Context: an optimization exercise on an open-source flow, tuned for small area, a short achievable clock period and few clock cycles. The choices shown serve that exercise and are no tape-out recipe. In this exercise RTL edits were held to simulation tests only and were not proved equivalent to the original.

<file path="design.v">
module B2BCD_IP #(parameter WIDTH = 4, parameter DIGIT = 2) (
    Binary_code,
    BCD_code
);
input  [WIDTH-1:0]   Binary_code;
output reg [DIGIT*4-1:0] BCD_code;
integer i, j;
always @(*) begin
    BCD_code = 0;
    for (i = WIDTH - 1; i >= 0; i = i - 1) begin
        for (j = 0; j < DIGIT; j = j + 1)
            if (BCD_code[j*4 +: 4] >= 5) BCD_code[j*4 +: 4] = BCD_code[j*4 +: 4] + 4'd3;
        BCD_code = {BCD_code[DIGIT*4-2:0], Binary_code[i]};
    end
end
endmodule
module UT_TOP (
    clk, rst_n, in_valid, in_time,
    out_valid, out_display, out_day
);
input clk, rst_n, in_valid;
input [30:0] in_time;
output reg out_valid;
output reg [3:0] out_display;
output reg [2:0] out_day;
reg [4:0] cnt;
reg [27:0] S;                  
reg [4:0] hh;                  
reg [2:0] m1; reg [3:0] m0;    
reg [2:0] s1; reg [3:0] s0;    
reg [2:0] w;                   
reg [10:0] RB;                 
reg [6:0] Y;                   
function [3:0] dec10; input [3:0] d;
    case (d)
    4'd5: dec10 = 4'b1000; 4'd6: dec10 = 4'b1001; 4'd7: dec10 = 4'b1010;
    4'd8: dec10 = 4'b1011; 4'd9: dec10 = 4'b1100;
    default: dec10 = {1'b0, d[2:0]};
    endcase
endfunction
function [2:0] dec6; input [2:0] d;
    case (d)
    3'd3: dec6 = 3'b100; 3'd4: dec6 = 3'b101; 3'd5: dec6 = 3'b110;
    default: dec6 = {1'b0, d[1:0]};
    endcase
endfunction
reg [4:0] th; reg [2:0] tm1; reg [3:0] tm0; reg [2:0] ts1; reg [3:0] ts0;
reg [27:0] tS; reg [6:0] qd;
reg [3:0] e0, e2; reg [2:0] e1, e3; reg c4;
integer k;
always @(*) begin
    th = hh; tm1 = m1; tm0 = m0; ts1 = s1; ts0 = s0; tS = S;
    for (k = 6; k >= 0; k = k - 1) begin
        e0 = dec10(ts0); e1 = dec6(ts1); e2 = dec10(tm0); e3 = dec6(tm1);
        c4 = th[4] | (th[3] & th[2]);
        ts0 = {e0[2:0], tS[27]};
        ts1 = {e1[1:0], e0[3]};
        tm0 = {e2[2:0], e1[2]};
        tm1 = {e3[1:0], e2[3]};
        th  = {c4 ? {th[4] & th[2], th[4] & ~th[2]} : th[3:2], th[1:0], e3[2]};
        tS  = {tS[26:0], c4};
        qd[k] = c4;
    end
end
wire [2:0] w_n = ({w, 1'b0} + qd[6] + qd[5:3] + qd[2:0]) % 7;   
reg [1:0] bb;
always @(*) begin
    case (cnt[1:0])
    2'd1: bb = S[5:4];
    2'd2: bb = S[3:2];
    2'd3: bb = S[1:0];
    default: bb = 2'b10;
    endcase
end
wire [11:0] x1 = {RB, bb[1]};
wire q1 = x1 >= 12'd1461;
wire [10:0] r1 = q1 ? x1 - 12'd1461 : x1[10:0];
wire [11:0] x2 = {r1, bb[0]};
wire q2 = x2 >= 12'd1461;
wire [10:0] r2 = q2 ? x2 - 12'd1461 : x2[10:0];
wire [14:0] D = S[14:0];
wire y2k = D >= 15'd10957;
wire [6:0] yv = (Y < 30) ? Y + 7'd70 : Y - 7'd30;
wire [3:0] yt = yv / 10;
wire [3:0] yn = yv % 10;
wire [8:0] doy = RB[10:2];
wire leap = (Y[1:0] == 2'b10);
wire late = doy >= (leap ? 9'd60 : 9'd59);
wire [8:0] d2 = doy + (late ? (leap ? 9'd1 : 9'd2) : 9'd0);
wire hi = d2 >= 214;
wire [7:0] r = hi ? d2 - 9'd214 : d2;
wire [1:0] pair = r >= 183 ? 2'd3 : r >= 122 ? 2'd2 : r >= 61 ? 2'd1 : 2'd0;
wire [5:0] rr = r - pair * 6'd61;
wire sec = rr >= 31;
wire [4:0] d0 = sec ? rr - 6'd31 : rr;       
wire [3:0] mon = (hi ? 4'd8 : 4'd1) + {pair, sec};
wire [4:0] dom = d0 + 5'd1;
always @(posedge clk or negedge rst_n) begin
    if (!rst_n) cnt <= 0;
    else if (in_valid) cnt <= 1;
    else if (cnt == 20) cnt <= 0;
    else if (cnt != 0) cnt <= cnt + 1;
end
always @(posedge clk) begin
    if (in_valid) begin
        S <= in_time[27:0];
        hh <= 0; m1 <= 0; m0 <= 0; s1 <= 0; s0 <= {1'b0, in_time[30:28]};
        w <= 0;
    end else if (cnt >= 1 && cnt <= 4) begin
        S <= tS; hh <= th; m1 <= tm1; m0 <= tm0; s1 <= ts1; s0 <= ts0;
        w <= w_n;
    end
end
always @(posedge clk) begin
    if (cnt == 4) RB <= {2'b0, tS[14:6]};
    else if (cnt >= 5 && cnt <= 8) begin
        RB <= r2;
        Y <= {Y[4:0], q1, q2};
    end
end
always @(posedge clk or negedge rst_n) begin
    if (!rst_n) begin
        out_valid <= 0; out_display <= 0; out_day <= 0;
    end else begin
        out_valid <= (cnt >= 7 && cnt <= 20);
        out_day <= (cnt >= 7 && cnt <= 20) ? ((w + 3'd4) % 7) : 3'd0;
        case (cnt)
        7:  out_display <= y2k ? 4'd2 : 4'd1;
        8:  out_display <= y2k ? 4'd0 : 4'd9;
        9:  out_display <= yt;
        10: out_display <= yn;
        11: out_display <= {3'b0, mon >= 10};
        12: out_display <= (mon >= 10) ? mon - 4'd10 : mon;
        13: out_display <= dom / 10;
        14: out_display <= dom % 10;
        15: out_display <= hh / 10;
        16: out_display <= hh % 10;
        17: out_display <= {1'b0, m1};
        18: out_display <= m0;
        19: out_display <= {1'b0, s1};
        20: out_display <= s0;
        default: out_display <= 0;
        endcase
    end
end
endmodule
</file>
<file path="run.sh">
#!/bin/bash
# synth_recipe.tcl (not shown) runs the flow's synth.tcl, then flattens the netlist and writes it again
# the make line also repeats each setting of config.mk as NAME=value (left out here)
make -C /OpenROAD-flow-scripts/flow DESIGN_CONFIG=/design/flow/config.mk WORK_HOME=/design/flow/orfs CLKGATE_MAP_FILE= SYNTH_SCRIPT=/design/flow/synth_recipe.tcl finish
</file>
<file path="config.mk">
export PLATFORM = sky130hd
export DESIGN_NAME = UT_TOP
export DESIGN_NICKNAME = UT_TOP
export VERILOG_FILES = /design/flow/design.v
export SDC_FILE = /design/flow/constraint.sdc
export NUM_CORES = 4
export LEC_CHECK = 0
export ABC_AREA = 1
export CAP_MARGIN = 20
export CORE_MARGIN = 2
export CORE_UTILIZATION = 40
export SLEW_MARGIN = 20
</file>
<file path="constraint.sdc">
create_clock -name core_clock -period 20.0 [get_ports {clk}]
set_input_delay 4.0000 -clock core_clock [delete_from_list [all_inputs] [get_ports {clk}]]
set_output_delay 4.0000 -clock core_clock [all_outputs]
set_load 0.01 [all_outputs]
</file>
==> flow_summary.json <==
{
  "syn_inst": 1366,
  "yosysSeqAreaShare_pct": 24.8,
  "worst_pin_slew_ps": 838,
  "num_vias": 8433,
  "tns_ps": 0,
  "cts_resized": 0,
  "route.detailed.drc": 0,
  "max_clock_freq_ghz": 0.107,
  "dieHeight_um": 152,
  "grt_max_degree": 53,
  "mostFrequentLayoutCells": "379 x nand2_1, 215 x inv_1, 120 x nor2_1, 95 x o21ai_0, 82 x nand3_1",
  "gp_congestion": 0.886,
  "hold_buffers": 0,
  "crit_slowest_cell": "o21ai_0",
  "grt_pass1_wl_mm": 35.7,
  "io_pins": 42,
  "mostFrequentLayoutCell": "nand2_1",
  "grt_pass1_vias": 7559,
  "synth_edf_count": 47,
  "ys.flop_type": "edfxtp_1",
  "synth_top_cells_by_area": "nand2_1 16%, edfxtp_1 16%, inv_1 9.3%",
  "critPathMaxFanout": 11,
  "antenna_found_initial": 0,
  "antenna_left": 0,
  "wire_per_inst_um": 12.9,
  "worst_setup_hold_path_clk_slew_ps": 60,
  "yosysWarnings": 1,
  "status": "no timing/DRC/antenna violations",
  "dr.pass1.iters": 5,
  "dieArea_um2": 23000,
  "cts.sinks": 81,
  "grt_setup_unrepaired": "false",
  "setup_violations": 0,
  "cts_max_path_buffers": 2,
  "synthArstFlopShare_pct": 16.0,
  "areaGrowthSynthToFinish_pct": 10.8,
  "portBuffers": 41,
  "post-route-period-util_pct": 46.9,
  "num_rows": 54,
  "worst-path-buf-inv": 9,
  "post_cts_buffers": 0,
  "nets": 1482,
  "final_layout_size_suffix_gt1_share_pct": 9.69,
  "maxCapViolCount": 0,
  "grtUsageTotal_pct": 19.3,
  "cts_max_level": 3,
  "postSynthRegisterBits": 81,
  "initial_utilization_pct": 40.3,
  "hold_class": "flop to flop",
  "maxSlewViolCount": 0,
  "finalCriticalPeriod_ps": 9380,
  "cp-start-kind": "flop",
  "coreArea_um2": 21600,
  "vias_per_cell": 5.01,
  "end_kind": "flop",
  "arrival_ps": 9660,
  "dp.final_hpwl_mm": 17.7,
  "crit_top_cell": "nand2_1",
  "fill_cells": 2279,
  "syn_avg_cell_area_um2": 6.38,
  "drtIter0Drc": 567,
  "relSlewSlack_pct": 44.1,
  "netlist.area_leader.share_pct": 16.3,
  "synth.distinct_cells": 61,
  "insertedDiodeCount": 0,
  "netlist_area_um2": 8710,
  "synth_top_area_cell": "nand2_1",
  "crit_family": "simple AND/OR/NAND/NOR gates",
  "timing.hold.ws_ps": 484,
  "slowest_delay_ps": 560,
  "fp.dieW_um": 152,
  "path_class": "flop to flop",
  "skew_ps": 5.73,
  "cts_tree": "built",
  "clock_latency_ps": 350,
  "syn-num-nets": 1448,
  "cp.required_ps": 20280,
  "gr-total-overflow": 0,
  "root_buffer": "clkbuf_16",
  "final-hold-violation-count": 0,
  "numCtsBuffers": 9,
  "wl_mm": 21.7
}
[through the flow]
step | area, µm² | utilization (%) | setup slack (ps) | std cells
finish | 9660 | 44.7 | 10620 | 1684
global placement | 9390 | 43.4 | 11000 | 1669
floorplan | 8710 | - | 11570 | 1366
CTS | 9660 | 44.7 | 10580 | 1684
global route | 9660 | 44.7 | 9460 | 1684
detailed placement | 9390 | 43.4 | 10590 | 1669
[final timing paths]
check                      slack, ps      startpoint                  endpoint  cells past startpoint
max                            10620  Y[1]$_DFFE_PP_  out_display[3]$_DFF_PN0_                     63
min                              480  Y[1]$_DFFE_PP_            Y[3]$_DFFE_PP_                      0
max reg2reg                    10620  Y[1]$_DFFE_PP_  out_display[3]$_DFF_PN0_                     63
min reg2reg                      480  Y[1]$_DFFE_PP_            Y[3]$_DFFE_PP_                      0
max in group asynchronous      15460           rst_n       out_valid$_DFF_PN0_                      1
min in group asynchronous       4080           rst_n  out_display[2]$_DFF_PN0_                      1
[routing by layer]
metal / vias up / global-route usage, % / wire length, µm
li1: 4470 / - / -
met1: 3786 / 26.8 / 10700
met2: 158 / 32.0 / 9810
met3: 19 / 3.11 / 828
met4: 0 / 3.75 / 295
met5: - / 0 / 0
[state kept, by name, summed over array words and instances, names as in the netlist]
signal / count
m0: 4
out_day: 3
S: 28
out_valid: 1
Y: 7
w: 3
s0: 4
s1: 3
m1: 3
out_display: 4
RB: 11
cnt: 5
hh: 5
[layout make-up]
type / instances / area [µm²] / area share, %
clock buffers: 9 / 225 / 2.33
flip-flops and latches: 81 / 2160 / 22.3
well taps: 280 / 350 / 3.63
repair buffers: 43 / 425 / 4.40
clock inverters: 6 / 43.8 / 0.453
inverters: 250 / 938 / 9.72
multi-input cells: 1015 / 5520 / 57.1
[kinds of logic after synthesis]
logic type               Yosys count  synth area share [%]
AO/OA/AOI/OAI                    244                  16.7
XOR/XNOR                          39                  4.14
buffers and inverters            270                  11.9
flip-flops                        81                  24.8
adder cells (fa/ha/maj)           48                  7.58
AND/OR/NAND/NOR                  684                  34.9
[cell usage after synthesis, types with 14 or more instances]
master    instances
ha_1             40
dfxtp_1          21
a21oi_1          47
edfxtp_1         47
o22ai_1          14
xor2_1           34
nand2_1         379
clkbuf_1         14
nand2_2          33
inv_2            32
nand3_1          82
o21ai_0          95
nor2_1          120
inv_1           215
o21ai_1          21
Testbench counts, summed over its fixed seeds: cycles 7,032.

==> separate check: timing with driven ports <==
Ports are ideal in the flow. The routed layout listed here was re-timed in OpenROAD.
Step 1 assumes that a clkbuf_16 drives the clock port and a buf_2 every other input.
Step 2 adds t to the input delays and takes it off the output delays; t is the mean of the earliest and latest rising clock arrival at the registers after step 1. Input paths then give back, and output paths get back, about the clock's delay inside the block.
Slacks: no drivers / after step 1 / after step 2; pairs: no drivers / after step 1.
t (ns): 0.385
slack for setup (ns): 10.620 / 10.620 / 10.620
hold WS [ns]: 0.484 / 0.484 / 0.484
worst slew at a driven data input, ns: 0.05
After both steps this run still meets setup and hold. For this run, drivers alone change the setup slack by 0.000 ns; drivers and shift together by 0.000 ns.
